Background: an optimization exercise with open tools, aiming at small area. Do not read the settings as production practice. In this exercise RTL edits were held to simulation tests only and were not proved equivalent to the original.

==> flow/design.v (outline; a module is shown in full before it is edited, if it fits) <==
// module Sumador: 7 lines
// module Filtro_low1: 678 lines
// module Filtro_low2: 799 lines
// module Filtro_mid1: 880 lines
// module Filtro_mid2: 634 lines
// module Filtro_hi1: 1001 lines
// module Filtro_hi2: 1143 lines
// module Paso_Banda: 22 lines
module Paso_Banda (
  input  wire signed [20:0] u,
  input  wire clk, rst, EN,
  output wire signed [20:0] y1, y2, y3
);
  // ...
==> flow/run.sh <==
#!/bin/bash
# synth_recipe.tcl (not shown) runs the flow's synth.tcl, then flattens the netlist and writes it again
# the make line also repeats each setting of config.mk as NAME=value (left out here)
make -C /OpenROAD-flow-scripts/flow DESIGN_CONFIG=/design/flow/config.mk WORK_HOME=/design/flow/orfs CLKGATE_MAP_FILE= SYNTH_SCRIPT=/design/flow/synth_recipe.tcl finish
==> flow/config.mk <==
export PLATFORM = sky130hd
export DESIGN_NAME = Paso_Banda
export DESIGN_NICKNAME = Paso_Banda
export VERILOG_FILES = /design/flow/design.v
export SDC_FILE = /design/flow/constraint.sdc
export NUM_CORES = 4
export LEC_CHECK = 0
export CAP_MARGIN = 20
export CORE_MARGIN = 2
export CORE_UTILIZATION = 55
export CTS_BUF_LIST = sky130_fd_sc_hd__clkbuf_8
export CTS_CLUSTER_DIAMETER = 60
export CTS_CLUSTER_SIZE = 20
export SLEW_MARGIN = 20
export SYNTH_HIERARCHICAL = 1
==> flow/constraint.sdc <==
create_clock -name core_clock -period 25.0 [get_ports {clk}]
set_input_delay 5.0000 -clock core_clock [delete_from_list [all_inputs] [get_ports {clk}]]
set_output_delay 5.0000 -clock core_clock [all_outputs]
set_load 0.01 [all_outputs]
==> results.sh, run 1 <==
export IMPL_synthXorXnorAreaFrac_pct=0.2515
export IMPL_fin_nets=7098
export IMPL_top_layer="met4"
export IMPL_status="complete, no violations"
export IMPL_rows=123
export IMPL_hold_violations=0
export IMPL_worst_path_max_fanout=20
export IMPL_synth_top_family_by_area="adder cells"
export IMPL_fp_dieH_um=341.6
export IMPL_startpoint="s_hi1.f1[0]"
export IMPL_synth_commonest_cells="fa_1 (1627), inv_1 (692), nand2_1 (471)"
export IMPL_buffers_excl_clock=189
export IMPL_first_pass_iters=6
export IMPL_hold_ws_ns=0.5269
export IMPL_hold_class="reg -> reg"
export IMPL_slowest_stage="fa_2"
export IMPL_r2r_end="s_hi2.f1[14]"
export IMPL_use_met1_pct=43.03
export IMPL_ant_nets=0
export IMPL_final_common_cell="fa_1"
export IMPL_grt_met2_usage_pct=46.52
export IMPL_synth_edf_count=0
export IMPL_synth_compound_area_share_pct=8.617
export IMPL_multi_input_area_share_pct=71.39
export IMPL_rr_worst_depth=68
export IMPL_seq_cells=454
export IMPL_clock_latency_ns=0.75
export IMPL_vias=39318
export IMPL_synthMuxAreaShare_pct=3.700
export IMPL_fillerInstances=9397
export IMPL_grt_busiest_layer="met2"
export IMPL_final_cell_mix="fa_1 (1625), inv_1 (693), nand2_1 (470)"
export IMPL_dpl_cell_area_mm2=0.06504
export IMPL_met2_wirelength_um=76830
==> run 2: changes to the inputs <==
--- a/flow/config.mk
+++ b/flow/config.mk
@@ -7,9 +7,9 @@
 export LEC_CHECK = 0
 export CAP_MARGIN = 20
 export CORE_MARGIN = 2
-export CORE_UTILIZATION = 55
+export CORE_UTILIZATION = 65
 export CTS_BUF_LIST = sky130_fd_sc_hd__clkbuf_8
-export CTS_CLUSTER_DIAMETER = 60
-export CTS_CLUSTER_SIZE = 20
+export CTS_CLUSTER_DIAMETER = 50
+export CTS_CLUSTER_SIZE = 18
 export SLEW_MARGIN = 20
 export SYNTH_HIERARCHICAL = 1
==> run 2 against run 1 <==
Compared with the run above:
- highest routed layer is now met5
- routed wire length fell by 0.98%
- cell count shrank 3.1%
- synthesized cell count is the same
- worst setup slack got worse by 0.084 ns
- still clean on timing, DRC and antenna
- largest cell class unchanged
==> results.sh, run 2 <==
export IMPL_status="complete, no violations"
export IMPL_maxCapViolations=0
export IMPL_arrival_ns=24.63
export IMPL_slowest_delay_ns=0.64
export IMPL_routed_via_density=6.000
export IMPL_rsz0062_at_grt="no"
export IMPL_synth_nets=7095
export IMPL_netlist_area_mm2=0.06270
export IMPL_period_share_pct=96.29
export IMPL_io_pins=87
export IMPL_rows=113
export IMPL_cts_root_buf="clkbuf_8"
export IMPL_worst_pin_slew_ns=1.069
export IMPL_areaGrowthSynthToFinish_pct=6.514
export IMPL_setup_tns_final_ns=0
export IMPL_cts_tree="done"
export IMPL_clockBufferDepth=3
export IMPL_gp_congestion=0.9368
export IMPL_fillerInstances=7064
export IMPL_yosys_area_top_type="fa_1"
export IMPL_final_cell_mix="fa_1 (1626), inv_1 (689), nand2_1 (470)"
export IMPL_crit_path_frequent_cell="fa_1"
export IMPL_yosysUniqueCellTypes=104
export IMPL_final_common_cell="fa_1"
export IMPL_ys_seq_area_share_pct=18.12
export IMPL_drc=0
export IMPL_cts_setup_buffers=0
export IMPL_overflow=0
export IMPL_synth_ff_latch_count=454
export IMPL_first_pass_iters=6
export IMPL_period_minus_slack_ns=24.07
export IMPL_numCtsBuffers=85
export IMPL_max_freq_ghz=0.04154
export IMPL_grt_max_degree=211
export IMPL_fp_coreArea_mm2=0.09529
export IMPL_yosysWarnings=12
export IMPL_routedWlPerCell_um=23.84
export IMPL_hpwl_um=124400
export IMPL_fp_dieH_um=314.6
export IMPL_track_usage_pct=34.31
export IMPL_setup_viol=0
export IMPL_skew_ns=0.04898
export IMPL_fin_cells=6632
export IMPL_synth_commonest_cells="fa_1 (1627), inv_1 (692), nand2_1 (471)"
export IMPL_reg2reg_slack_ns=0.93
export IMPL_synth_area_per_cell_um2=11.86
export IMPL_yosysMostFrequentCell="fa_1"
export IMPL_die_x_um=314.6
export IMPL_clkTransAtPathRegs_ns=0.08
export IMPL_vias=39792
export IMPL_grt_pass1_vias=43919
export IMPL_cts_sinks=454
export IMPL_grt_pass1_wl_um=256200
export IMPL_drt_iter0_drc=3133
export IMPL_hold_violations=0
export IMPL_start_util_pct=65.79
export IMPL_synth_cells=5286
export IMPL_grt_antenna_before_repair=3
export IMPL_slowest_stage="fa_2"
export IMPL_hold_ws_ns=0.5195
export IMPL_crit_type="reg -> reg"
export IMPL_ctsHoldBuffers=0
export IMPL_postLayoutCellArea_mm2=0.06678
export IMPL_finalWirelength_um=158100
export IMPL_end_kind="register"
export IMPL_fin_nets=7103
export IMPL_async_flop_share_pct=100.0
export IMPL_synth_flop_cell="dfrtp_1"
export IMPL_place_inst=6472
export IMPL_drive_gt1_share_pct=9.506
export IMPL_h_tree_depth=3
export IMPL_synth_edf_count=0
export IMPL_io_buffers=86
export IMPL_clock_latency_ns=0.76
export IMPL_maxSlewHeadroom_pct=28.75
export IMPL_netlist_top_cells_area="fa_1 (52%), dfrtp_1 (18%), inv_1 (4.1%)"
export IMPL_worst_path_max_fanout=20
export IMPL_cp_required_ns=25.56
export IMPL_cp_start_kind="register"
export IMPL_slew_viol_final=0
export IMPL_dpl_cell_area_mm2=0.06466
export IMPL_hold_class="reg -> reg"
export IMPL_netlist_area_leader_share_pct=51.95
export IMPL_ant_nets=0
export IMPL_dieArea_mm2=0.09896
run 2: cell types whose count changed in the layout (fill, tap and decap cells not counted), moves of 2 or more:
cell and change:
clkbuf_8 +18, inv_6 +13, buf_4 -11, bufinv_16 +7, inv_1 -4, clkinv_4 +3, clkinv_2 -2, clkinvlp_4 -2
inv_8 -2
run 2: cell type report:
type | count | area, um2 | share of cell area [%]
Multi-Input combinational cell | 3881 | 47550 | 71.21
Sequential cell | 454 | 11360 | 17.01
Inverter | 694 | 2610 | 3.908
Tap cell | 1265 | 1583 | 2.370
Timing Repair Buffer | 178 | 1577 | 2.361
Clock buffer | 93 | 1280 | 1.917
Clock inverter | 65 | 809.5 | 1.212
Antenna cell | 2 | 5.005 | 0.007494
run 2: logic make-up after synthesis:
group | Yosys count | share of synthesized area [%]
simple gates | 913 | 6.632
fa+ha+maj | 1876 | 56.57
flops | 454 | 18.12
mux | 210 | 3.700
xor+xnor | 18 | 0.2514
buf+inv | 951 | 6.113
compound gates | 864 | 8.617
run 2: metal layers:
layer  global-route usage, %  wire length [um]
met5                       0                13
met4                   9.794              5174
met3                   6.350             10540
met2                   54.20             75940
met1                   49.70             66410
run 2: final timing paths:
path	from	endpoint	cells after the start
min reg2reg	s_mid1.m2r[8]	s_mid1.m2r[8]	1
min	s_mid1.m2r[8]	s_mid1.m2r[8]	1
max reg2reg	s_hi1.f1[2]	s_hi2.f1[15]	67
max	s_hi1.f1[2]	s_hi2.f1[15]	67
max in group asynchronous	rst	s_hi1.m2r[4]	3
min in group asynchronous	rst	s_hi2.mcr[4]	2
run 2: what timing repair did:
item,in CTS,in global routing
hold endpoints to repair,0,0
gates resized for setup,0,3
setup endpoints to repair,0,21
run 2: per-stage QoR:
stage                     worst slack (ns)  util (%)
after global placement               1.078     67.85
after detailed placement            0.8197     67.85
after floorplan                      2.439         -
after CTS                           0.7017     70.04
after global routing               0.04612     70.08
final                               0.9269     70.08
run 2: worst max-delay path, delay by kind of cell, from the launching register on:
family                     cells  cell delay, ns
buffers and inverters          3            0.54
adders and majority gates     51           20.71
and+or+nand+nor                6            1.17
DFF                            1            0.53
AOI/OAI and AO/OA              7            0.92
run 2: modules after synthesis (local to each module, per instance):
module,copies in the design,cells inside
Filtro_low1,1,480
Sumador,1627,1
Filtro_mid2,1,532
Filtro_hi1,1,688
Filtro_low2,1,638
Filtro_mid1,1,467
Filtro_hi2,1,796
Paso_Banda,1,58
==> run 3: changes to the inputs <==
--- a/flow/config.mk
+++ b/flow/config.mk
@@ -7,9 +7,9 @@
 export LEC_CHECK = 0
 export CAP_MARGIN = 20
 export CORE_MARGIN = 2
-export CORE_UTILIZATION = 65
+export CORE_UTILIZATION = 60
 export CTS_BUF_LIST = sky130_fd_sc_hd__clkbuf_8
-export CTS_CLUSTER_DIAMETER = 50
-export CTS_CLUSTER_SIZE = 18
+export CTS_CLUSTER_DIAMETER = 70
+export CTS_CLUSTER_SIZE = 24
 export SLEW_MARGIN = 20
 export SYNTH_HIERARCHICAL = 1
==> run 3 against run 2 <==
Compared with the run above:
- clock skew increased by 0.016 ns
- worst setup slack improved by 0.071 ns
- non-clock buffer count increased by 2
- register-to-register slack improved by 0.07 ns
- largest cell class unchanged
- sequential share of layout area increased by 0.14 points
- area after synthesis unchanged
- core utilization decreased by 6.2 points
==> results.sh, run 3 <==
export IMPL_die_x_um=327.3
export IMPL_areaGrowthSynthToFinish_pct=5.674
export IMPL_grt_max_degree=199
export IMPL_cts_root_buf="clkbuf_8"
export IMPL_status="complete, no violations"
export IMPL_startpoint="s_hi1.f1[0]"
export IMPL_cp_required_ns=25.68
export IMPL_crit_type="reg -> reg"
export IMPL_setup_viol=0
export IMPL_yosys_area_top_type="fa_1"
export IMPL_end_kind="register"
export IMPL_hold_path_startpoint="s_low1.mcr[0]"
export IMPL_cp_start_kind="register"
export IMPL_io_buffers=86
export IMPL_async_flop_share_pct=100.0
export IMPL_cts_sinks=454
export IMPL_numCtsBuffers=56
export IMPL_clkTransAtPathRegs_ns=0.11
export IMPL_cts_setup_buffers=0
export IMPL_drt_iter0_drc=3083
export IMPL_first_pass_iters=7
export IMPL_max_freq_ghz=0.04166
export IMPL_period_minus_slack_ns=24.00
export IMPL_maxCapViolations=0
export IMPL_arrival_ns=24.69
export IMPL_ctsHoldBuffers=0
export IMPL_synth_nets=7095
export IMPL_io_pins=87
export IMPL_clockBufferDepth=3
export IMPL_synth_edf_count=0
export IMPL_yosysMostFrequentCell="fa_1"
export IMPL_dieArea_mm2=0.1071
export IMPL_rsz0062_at_grt="no"
export IMPL_slowest_delay_ns=0.64
export IMPL_fp_dieH_um=327.3
export IMPL_netlist_top_cells_area="fa_1 (52%), dfrtp_1 (18%), inv_1 (4.1%)"
export IMPL_cts_tree="done"
export IMPL_track_usage_pct=31.66
export IMPL_r2r_start="s_hi1.f1[0]"
export IMPL_synth_ff_latch_count=454
export IMPL_slew_viol_final=0
export IMPL_vias=39292
export IMPL_netlist_area_mm2=0.06270
export IMPL_finalWirelength_um=159300
export IMPL_fp_coreArea_mm2=0.1036
export IMPL_clock_latency_ns=0.82
export IMPL_h_tree_depth=2
export IMPL_hpwl_um=125700
export IMPL_synth_flop_cell="dfrtp_1"
export IMPL_worst_path_buf_inv=4
export IMPL_yosysWarnings=12
export IMPL_routedWlPerCell_um=23.78
export IMPL_rows=118
export IMPL_start_util_pct=60.49
export IMPL_ant_nets=0
export IMPL_grt_pass1_wl_um=255900
export IMPL_crit_path_frequent_cell="fa_1"
export IMPL_routed_via_density=5.867
export IMPL_cts_repair_resized=0
export IMPL_maxSlewHeadroom_pct=29.92
export IMPL_grt_antenna_before_repair=3
export IMPL_netlist_area_leader_share_pct=51.95
export IMPL_reg2reg_slack_ns=1.0
export IMPL_worst_path_max_fanout=20
export IMPL_final_common_cell="fa_1"
export IMPL_drive_gt1_share_pct=8.674
export IMPL_yosysUniqueCellTypes=104
export IMPL_synth_cells=5286
export IMPL_grt_pass1_vias=43078
export IMPL_overflow=0
export IMPL_synth_commonest_cells="fa_1 (1627), inv_1 (692), nand2_1 (471)"
export IMPL_worst_pin_slew_ns=1.051
export IMPL_final_cell_mix="fa_1 (1625), inv_1 (689), nand2_1 (470)"
export IMPL_slowest_stage="fa_2"
export IMPL_drc=0
export IMPL_skew_ns=0.06540
export IMPL_synth_area_per_cell_um2=11.86
export IMPL_gp_congestion=0.9343
export IMPL_setup_tns_final_ns=0
export IMPL_period_share_pct=96.01
export IMPL_fin_nets=7076
export IMPL_crit_family="adder cells"
export IMPL_hold_violations=0
export IMPL_ys_seq_area_share_pct=18.12
export IMPL_hold_class="reg -> reg"
==> run 3: cell types whose count changed in the layout (fill, tap and decap cells not counted), moves of 4 or more <==
cell / delta
clkinv_4: -6
clkinvlp_4: -5
bufinv_16: -9
clkinv_2: -4
clkinv_8: +8
clkbuf_8: -32
inv_6: -8
==> run 3: logic make-up after synthesis <==
group	count (synthesis)	share of synthesized area [%]
and+or+nand+nor	913	6.632
adders and majority gates	1876	56.57
muxes	210	3.700
xor gates and xnor gates	18	0.2514
buffers and inverters	951	6.113
DFF	454	18.12
AOI/OAI and AO/OA	864	8.617
==> run 3: metrics by stage <==
stage / cells / util, % / cell area, um2 / worst slack, ns / hold WS, ns
after floorplan: 5286 / - / 62700 / 2.439 / 0.4875
after global placement: 6589 / 62.55 / 64830 / 1.131 / 0.4983
after detailed placement: 6589 / 62.55 / 64830 / 0.8115 / 0.5028
after CTS: 6695 / 63.89 / 66220 / 0.7434 / 0.5265
after global routing: 6697 / 63.92 / 66250 / 0.09529 / 0.5422
final: 6697 / 63.92 / 66250 / 0.9984 / 0.5241
==> run 3: worst register-to-register path: cells and delay by family (launching register included) <==
family | cells | cell delay [ns]
and+or+nand+nor | 6 | 1.04
AOI/OAI and AO/OA | 7 | 1.05
adders and majority gates | 51 | 20.70
DFF | 1 | 0.37
buffers and inverters | 4 | 0.76
==> run 3: area by class of cell <==
class | count | area (um2)
fill | 8342 | 37390
clock buffer | 61 | 839.6
antenna | 2 | 5.005
tap | 1380 | 1727
clock inverter | 45 | 553.0
multi-input combinational | 3881 | 47560
inverter | 694 | 2610
timing repair buffer | 180 | 1600
sequential | 454 | 11360
==> run 3: layer usage <==
layer	vias to the layer above	track usage (%)	wire (um)	part of all wire, %
met1	20848	46.23	68560	43
met4	0	9.464	5434	3.4
met5	-	0	0	0
li1	16911	-	-	-
met2	1234	49.49	75380	47
met3	299	5.583	9880	6.2
==> run 3: worst paths after layout <==
kind,end,cells past startpoint
max,s_hi2.f1[15],68
min,s_low1.mcr[0],1
max reg2reg,s_hi2.f1[15],68
min reg2reg,s_low1.mcr[0],1
max in group asynchronous,s_hi1.f1[2],3
min in group asynchronous,s_hi2.mcr[3],2
==> run 3: per-module statistics from Yosys (local to each module, per instance) <==
module,cells inside,times used
Filtro_hi2,796,1
Filtro_hi1,688,1
Filtro_low2,638,1
Filtro_mid1,467,1
Filtro_mid2,532,1
Filtro_low1,480,1
Paso_Banda,58,1
Sumador,1,1627
==> run 4: changes to the inputs <==
--- a/flow/config.mk
+++ b/flow/config.mk
@@ -7,7 +7,7 @@
 export LEC_CHECK = 0
 export CAP_MARGIN = 20
 export CORE_MARGIN = 2
-export CORE_UTILIZATION = 60
+export CORE_UTILIZATION = 40
 export CTS_BUF_LIST = sky130_fd_sc_hd__clkbuf_8
 export CTS_CLUSTER_DIAMETER = 70
 export CTS_CLUSTER_SIZE = 24
==> run 4 against run 3 <==
Compared with the run above:
- still clean
- sequential share of layout area down 0.24 points
- sequential cell count unchanged
- area after synthesis did not move
- clock skew fell by 0.033 ns
- via count is 0.39% lower
- clock-buffer cell count grew 2
==> results.sh, run 4 <==
export IMPL_status="complete, no violations"
export IMPL_cts_sinks=454
export IMPL_crit_path_frequent_cell="fa_1"
export IMPL_grt_max_degree=104
export IMPL_async_flop_share_pct=100.0
export IMPL_routed_via_density=5.303
export IMPL_clockBufferDepth=3
export IMPL_netlist_top_cells_area="fa_1 (52%), dfrtp_1 (18%), inv_1 (4.1%)"
export IMPL_met3_usage_pct=2.625
export IMPL_end_kind="register"
export IMPL_final_core_util_pct=43.05
export IMPL_cts_tree="done"
export IMPL_synth_ff_latch_count=454
export IMPL_yosysUniqueCellTypes=104
export IMPL_overflow=0
export IMPL_grt_busiest_layer="met2"
export IMPL_die_x_um=399.9
export IMPL_dpl_cell_area_mm2=0.06565
export IMPL_fp_dieH_um=399.9
export IMPL_hpwl_um=126600
export IMPL_clkTransAtPathRegs_ns=0.08
export IMPL_io_pins=87
export IMPL_areaGrowthSynthToFinish_pct=7.138
export IMPL_synth_flop_cell="dfrtp_1"
export IMPL_hold_class="reg -> reg"
export IMPL_yosysWarnings=12
export IMPL_max_freq_ghz=0.04168
export IMPL_setup_viol=0
export IMPL_period_share_pct=95.97
export IMPL_period_minus_slack_ns=23.99
export IMPL_ys_seq_area_share_pct=18.12
export IMPL_worst_pin_slew_ns=1.036
export IMPL_place_inst=7266
export IMPL_fin_nets=7079
export IMPL_synth_commonest_cells="fa_1 (1627), inv_1 (692), nand2_1 (471)"
export IMPL_netlist_area_mm2=0.06270
export IMPL_use_met1_pct=30.49
export IMPL_maxSlewHeadroom_pct=30.91
export IMPL_numCtsBuffers=60
export IMPL_h_tree_depth=2
export IMPL_routedWlPerCell_um=21.40
export IMPL_netlist_area_leader_share_pct=51.95
export IMPL_drive_gt1_share_pct=8.833
export IMPL_clock_latency_ns=0.81
export IMPL_skew_ns=0.03268
export IMPL_cp_start_kind="register"
export IMPL_first_pass_iters=5
export IMPL_cts_root_buf="clkbuf_8"
export IMPL_slew_viol_final=0
export IMPL_drt_iter0_drc=2709
export IMPL_rsz0062_at_grt="no"
export IMPL_slowest_stage="fa_2"
export IMPL_fin_cells=7380
export IMPL_start_util_pct=40.18
export IMPL_gp_congestion=0.9163
export IMPL_cp_required_ns=25.70
export IMPL_synth_edf_count=0
export IMPL_yosysMostFrequentCell="fa_1"
export IMPL_crit_type="reg -> reg"
export IMPL_layout_setup_ws_ns=1.007
export IMPL_synth_cells=5286
export IMPL_vias=39138
export IMPL_postLayoutCellArea_mm2=0.06717
export IMPL_post_place_ws_ns=0.7847
export IMPL_maxCapViolations=0
export IMPL_final_common_cell="fa_1"
export IMPL_slowest_delay_ns=0.66
export IMPL_synth_nets=7095
export IMPL_grt_antenna_before_repair=2
export IMPL_rows=145
export IMPL_drc=0
export IMPL_fp_coreArea_mm2=0.1560
export IMPL_grt_met2_usage_pct=33.46
export IMPL_arrival_ns=24.69
export IMPL_worst_path_max_fanout=20
export IMPL_synth_area_per_cell_um2=11.86
export IMPL_io_buffers=86
export IMPL_hold_violations=0
export IMPL_yosys_area_top_type="fa_1"
export IMPL_dieArea_mm2=0.1599
export IMPL_track_usage_pct=20.89
export IMPL_ant_nets=0
export IMPL_setup_tns_final_ns=0
export IMPL_final_cell_mix="fa_1 (1626), inv_1 (687), nand2_1 (470)"
export IMPL_grt_pass1_vias=43444
export IMPL_grt_pass1_wl_um=257700
export IMPL_finalWirelength_um=157900
run 4: cell counts after synthesis:
Identical to the previous run, type by type.
run 4: final timing paths:
check                            startpoint       endpoint  slack (ns)  cells after the start
worst max-delay path            s_hi1.f1[2]   s_hi2.f1[12]        1.01                     66
worst min-delay path             s_hi2.t[0]     s_hi2.t[0]        0.52                      1
worst max register to register  s_hi1.f1[2]   s_hi2.f1[12]        1.01                     66
worst min register to register   s_hi2.t[0]     s_hi2.t[0]        0.52                      1
max in group asynchronous               rst  s_hi1.mcr[11]       19.03                      4
min in group asynchronous               rst   s_low2.f2[1]        4.75                      3
run 4: through the flow:
| stage | hold WS [ns] |
|---|---|
| after floorplan | 0.4875 |
| after global placement | 0.4987 |
| after detailed placement | 0.5048 |
| after CTS | 0.5271 |
| after global routing | 0.5412 |
| final | 0.5227 |
run 4: cell families after synthesis:
family	after synthesis	share of synthesized area, %
fa+ha+maj	1876	56.57
compound gates	864	8.617
buf+inv	951	6.113
xor+xnor	18	0.2514
simple gates	913	6.632
mux	210	3.700
flops	454	18.12
run 4: layout make-up:
class | count | area, um2
tap | 2058 | 2575
clock inverter | 50 | 620.6
inverter | 694 | 2610
clock buffer | 63 | 867.1
sequential | 454 | 11360
fill | 14679 | 88850
multi-input combinational | 3881 | 47570
timing repair buffer | 179 | 1568
antenna | 1 | 2.502
run 4: Yosys stat by module, one instance, submodules excluded:
module       area, um2  flops+latches  times used  cells inside
Filtro_hi2        6217             83           1           796
Filtro_hi1        5633             84           1           688
Filtro_low2       5260             84           1           638
Filtro_mid1       4439             78           1           467
Filtro_mid2       4237             63           1           532
Filtro_low1       3955             62           1           480
Paso_Banda       384.1              0           1            58
Sumador          20.02              0        1627             1
run 4: routing by layer:
layer,wire length [um],vias to the layer above
li1,-,16929
met2,75170,1091
met4,3810,0
met1,70680,20907
met5,0,-
met3,8269,211
run 4: what timing repair did:
action                     in CTS  in global routing
setup buffers                   0                  0
setup endpoints to repair       0                 21
gates resized for setup         0                  2
hold buffers                    0                  0
run 4: critical path, delay by kind of cell, from the launching register on:
kind            cells  cell delay [ns]
compound gates      7             1.03
fa+ha+maj          51            20.71
buf+inv             2             0.36
flops               1             0.58
simple gates        6             1.17
==> run 5: changes to the inputs <==
==> flow/flow/run.sh (new file) <==
#!/bin/bash
# The standard layout (standard.sh: ORFS synthesis through finish), with
# one change: the input and output port buffers that global placement adds
# use the smallest buffer cell (buf_1) instead of the default delay buffer.
# make's full output goes to standard.log; ORFS keeps each step's log under
# orfs/logs/.
set -euo pipefail
export BUFFER_PORTS_ARGS="-buffer_cell sky130_fd_sc_hd__buf_1"
bash standard.sh > standard.log 2>&1
==> flow/standard.sh (new file) <==
#!/bin/bash
# synth_recipe.tcl (not shown) runs the flow's synth.tcl, then flattens the netlist and writes it again
# the make line also repeats each setting of config.mk as NAME=value (left out here)
make -C /OpenROAD-flow-scripts/flow DESIGN_CONFIG=/design/flow/config.mk WORK_HOME=/design/flow/orfs CLKGATE_MAP_FILE= SYNTH_SCRIPT=/design/flow/synth_recipe.tcl "${@:-finish}"
--- a/flow/config.mk
+++ b/flow/config.mk
@@ -9,7 +9,7 @@
 export CORE_MARGIN = 2
 export CORE_UTILIZATION = 40
 export CTS_BUF_LIST = sky130_fd_sc_hd__clkbuf_8
-export CTS_CLUSTER_DIAMETER = 70
-export CTS_CLUSTER_SIZE = 24
+export CTS_CLUSTER_DIAMETER = 64
+export CTS_CLUSTER_SIZE = 22
 export SLEW_MARGIN = 20
 export SYNTH_HIERARCHICAL = 1
removed: flow/run.sh
==> run 5 against run 4 <==
Compared with the run above:
- still clean
- clock-buffer cell count increased by 8
- cell count rose by 0.27%
- non-clock buffer count up 5
- worst setup slack improved by 0.060 ns
- critical endpoint is now s_hi2.f1[16]
==> results.sh, run 5 <==
export IMPL_fp_dieH_um=399.9
export IMPL_hold_ws_ns=0.5260
export IMPL_setup_tns_final_ns=0
export IMPL_reg2reg_slack_ns=1.07
export IMPL_die_x_um=399.9
export IMPL_areaGrowthSynthToFinish_pct=6.480
export IMPL_synth_edf_count=0
export IMPL_hold_class="reg -> reg"
export IMPL_setup_viol=0
export IMPL_yosys_area_share_adder_pct=56.57
export IMPL_netlist_top_cells_area="fa_1 (52%), dfrtp_1 (18%), inv_1 (4.1%)"
export IMPL_maxCapViolations=0
export IMPL_synth_ff_latch_count=454
export IMPL_slowest_delay_ns=0.79
export IMPL_yosysUniqueCellTypes=104
export IMPL_grt_pass1_vias=43309
export IMPL_post_place_ws_ns=0.8960
export IMPL_cp_start_kind="register"
export IMPL_cts_setup_buffers=0
export IMPL_fp_coreArea_mm2=0.1560
export IMPL_synthMuxAreaShare_pct=3.700
export IMPL_final_core_util_pct=42.79
export IMPL_vias=39207
export IMPL_ys_seq_area_share_pct=18.12
export IMPL_synth_compound_area_share_pct=8.617
export IMPL_period_minus_slack_ns=23.93
export IMPL_max_freq_ghz=0.04178
export IMPL_fin_nets=7094
export IMPL_rsz0062_at_grt="no"
export IMPL_track_usage_pct=20.83
export IMPL_hold_path_startpoint="s_low2.t[0]"
export IMPL_yosysMostFrequentCell="fa_1"
export IMPL_grt_antenna_before_repair=8
export IMPL_routedWlPerCell_um=21.29
export IMPL_place_inst=7271
export IMPL_slew_viol_final=0
export IMPL_yosysWarnings=12
export IMPL_fin_cells=7400
export IMPL_cts_repair_resized=0
export IMPL_layout_setup_ws_ns=1.067
export IMPL_hold_path_end="s_low2.t[0]"
export IMPL_drt_iter0_drc=2534
export IMPL_grt_max_degree=98
export IMPL_r2r_end="s_hi2.f1[16]"
export IMPL_cp_required_ns=25.66
export IMPL_ctsHoldBuffers=0
export IMPL_first_pass_iters=6
export IMPL_dieArea_mm2=0.1599
export IMPL_overflow=0
export IMPL_clock_latency_ns=0.82
export IMPL_synthXorXnorAreaFrac_pct=0.2515
export IMPL_ant_nets=0
export IMPL_slowest_stage="fa_1"
export IMPL_final_cell_mix="fa_1 (1627), inv_1 (691), nand2_1 (470)"
export IMPL_synth_area_per_cell_um2=11.86
export IMPL_async_flop_share_pct=100.0
export IMPL_synth_flop_cell="dfrtp_1"
export IMPL_h_tree_depth=3
export IMPL_rr_worst_depth=63
export IMPL_worst_pin_slew_ns=1.048
export IMPL_grt_pass1_wl_um=256500
export IMPL_clockBufferDepth=3
export IMPL_routed_via_density=5.298
export IMPL_hpwl_um=125600
export IMPL_synth_top_family_by_area="adder cells"
export IMPL_crit_path_frequent_cell="fa_1"
export IMPL_status="complete, no violations"
export IMPL_worst_path_max_fanout=20
export IMPL_io_buffers=86
export IMPL_maxSlewHeadroom_pct=30.14
export IMPL_drc=0
export IMPL_synth_cells=5286
export IMPL_crit_type="reg -> reg"
export IMPL_hold_violations=0
export IMPL_synthSimpleGateAreaFrac_pct=6.632
export IMPL_whs_path_depth=1
export IMPL_drive_gt1_share_pct=9.009
export IMPL_rows=145
export IMPL_start_util_pct=40.18
export IMPL_gp_congestion=0.9098
export IMPL_finalWirelength_um=157600
export IMPL_arrival_ns=24.59
export IMPL_r2r_start="s_hi1.f1[2]"
export IMPL_skew_ns=0.05674
export IMPL_cts_root_buf="clkbuf_8"
export IMPL_clkTransAtPathRegs_ns=0.09
export IMPL_cts_sinks=454
export IMPL_io_pins=87
export IMPL_cts_tree="done"
export IMPL_netlist_area_mm2=0.06270
export IMPL_numCtsBuffers=70
export IMPL_synth_nets=7095
export IMPL_period_share_pct=95.73
export IMPL_synth_commonest_cells="fa_1 (1627), inv_1 (692), nand2_1 (471)"
export IMPL_netlist_area_leader_share_pct=51.95
export IMPL_end_kind="register"
export IMPL_final_common_cell="fa_1"
export IMPL_yosys_area_top_type="fa_1"
run 5: cell types whose count changed in the layout (fill, tap and decap cells not counted), sizes merged, moves of 2 or more:
cell / delta
buf: +89
clkdlybuf4s50: -85
clkbuf: +9
inv: +8
clkinvlp: -3
diode: +2
run 5: metrics by stage:
step	area, um2
3_5_place_dp	65150
4_1_cts	66730
2_1_floorplan	62700
6_report	66760
3_3_place_gp	65130
5_1_grt	66760
run 5: cell families after synthesis:
family          Yosys count
fa+ha+maj              1876
buf+inv                 951
simple gates            913
compound gates          864
flops                   454
mux                     210
xor+xnor                 18
run 5: worst max-delay path, delay by kind of cell (launching register included):
kind	cells	cell delay, ns
adder cells (fa/ha/maj)	52	21.43
AO/OA/AOI/OAI	4	0.56
flip-flops	1	0.59
buffers and inverters	2	0.33
AND/OR/NAND/NOR	5	0.89
run 5: cell type report:
class | count | area (um2)
fill | 14589 | 89270
multi-input combinational | 3881 | 47560
sequential | 454 | 11360
inverter | 694 | 2610
tap | 2058 | 2575
timing repair buffer | 184 | 1066
clock buffer | 71 | 977.2
clock inverter | 55 | 603.1
antenna | 3 | 7.507
run 5: routing by layer:
layer,global-route usage [%],wire length (um)
met4,5.190,4026
met1,29.86,69700
met5,0,41
met2,33.12,75070
met3,3.498,8738
run 5: worst max path at each step:
| stage | startpoint | endpoint | cells past startpoint |
|---|---|---|---|
| after floorplan | s_hi1.f1[1] | s_hi2.f1[10] | 66 |
| after global placement | s_hi1.f1[2] | s_hi2.f1[18] | 63 |
| after detailed placement | s_hi1.f1[2] | s_hi2.f1[16] | 63 |
| after CTS | s_hi1.f1[2] | s_hi2.f1[16] | 63 |
| after global routing | s_hi1.f1[2] | s_hi2.f1[13] | 63 |
| final | s_hi1.f1[2] | s_hi2.f1[16] | 63 |
run 5: Yosys stat by module (local to each module, per instance):
module,cells,flip-flops and latches,times used
Filtro_mid1,467,78,1
Paso_Banda,58,0,1
Filtro_hi1,688,84,1
Filtro_mid2,532,63,1
Sumador,1,0,1627
Filtro_hi2,796,83,1
Filtro_low1,480,62,1
Filtro_low2,638,84,1

re-timing with driven ports:
The flow's constraints put no driver on any port. The routed layouts listed below were extracted and timed again, unchanged, in two steps. Step 1: set_driving_cell puts a clkbuf_16 on clk and a buf_2 on each other input, an assumption about the parent block. Step 2, shift: input delay + t, output delay - t, t = (earliest + latest rising clock arrival at the registers) / 2. This alone moves slack from input paths to output paths. Slacks: no drivers / after step 1 / after step 2; pairs: no drivers / after step 1.
run	shift t [ns]	setup slack, ns	pins driven straight from the clock port
run 1	0.793	1.011 / 1.011 / 1.011	1
run 2	0.802	0.927 / 0.927 / 0.927	1
run 3	0.866	0.998 / 0.998 / 0.998	1
run 4	0.865	1.007 / 1.007 / 1.007	1
run 5	0.871	1.067 / 1.067 / 1.067	1
After both steps setup and hold are still met in every run listed.
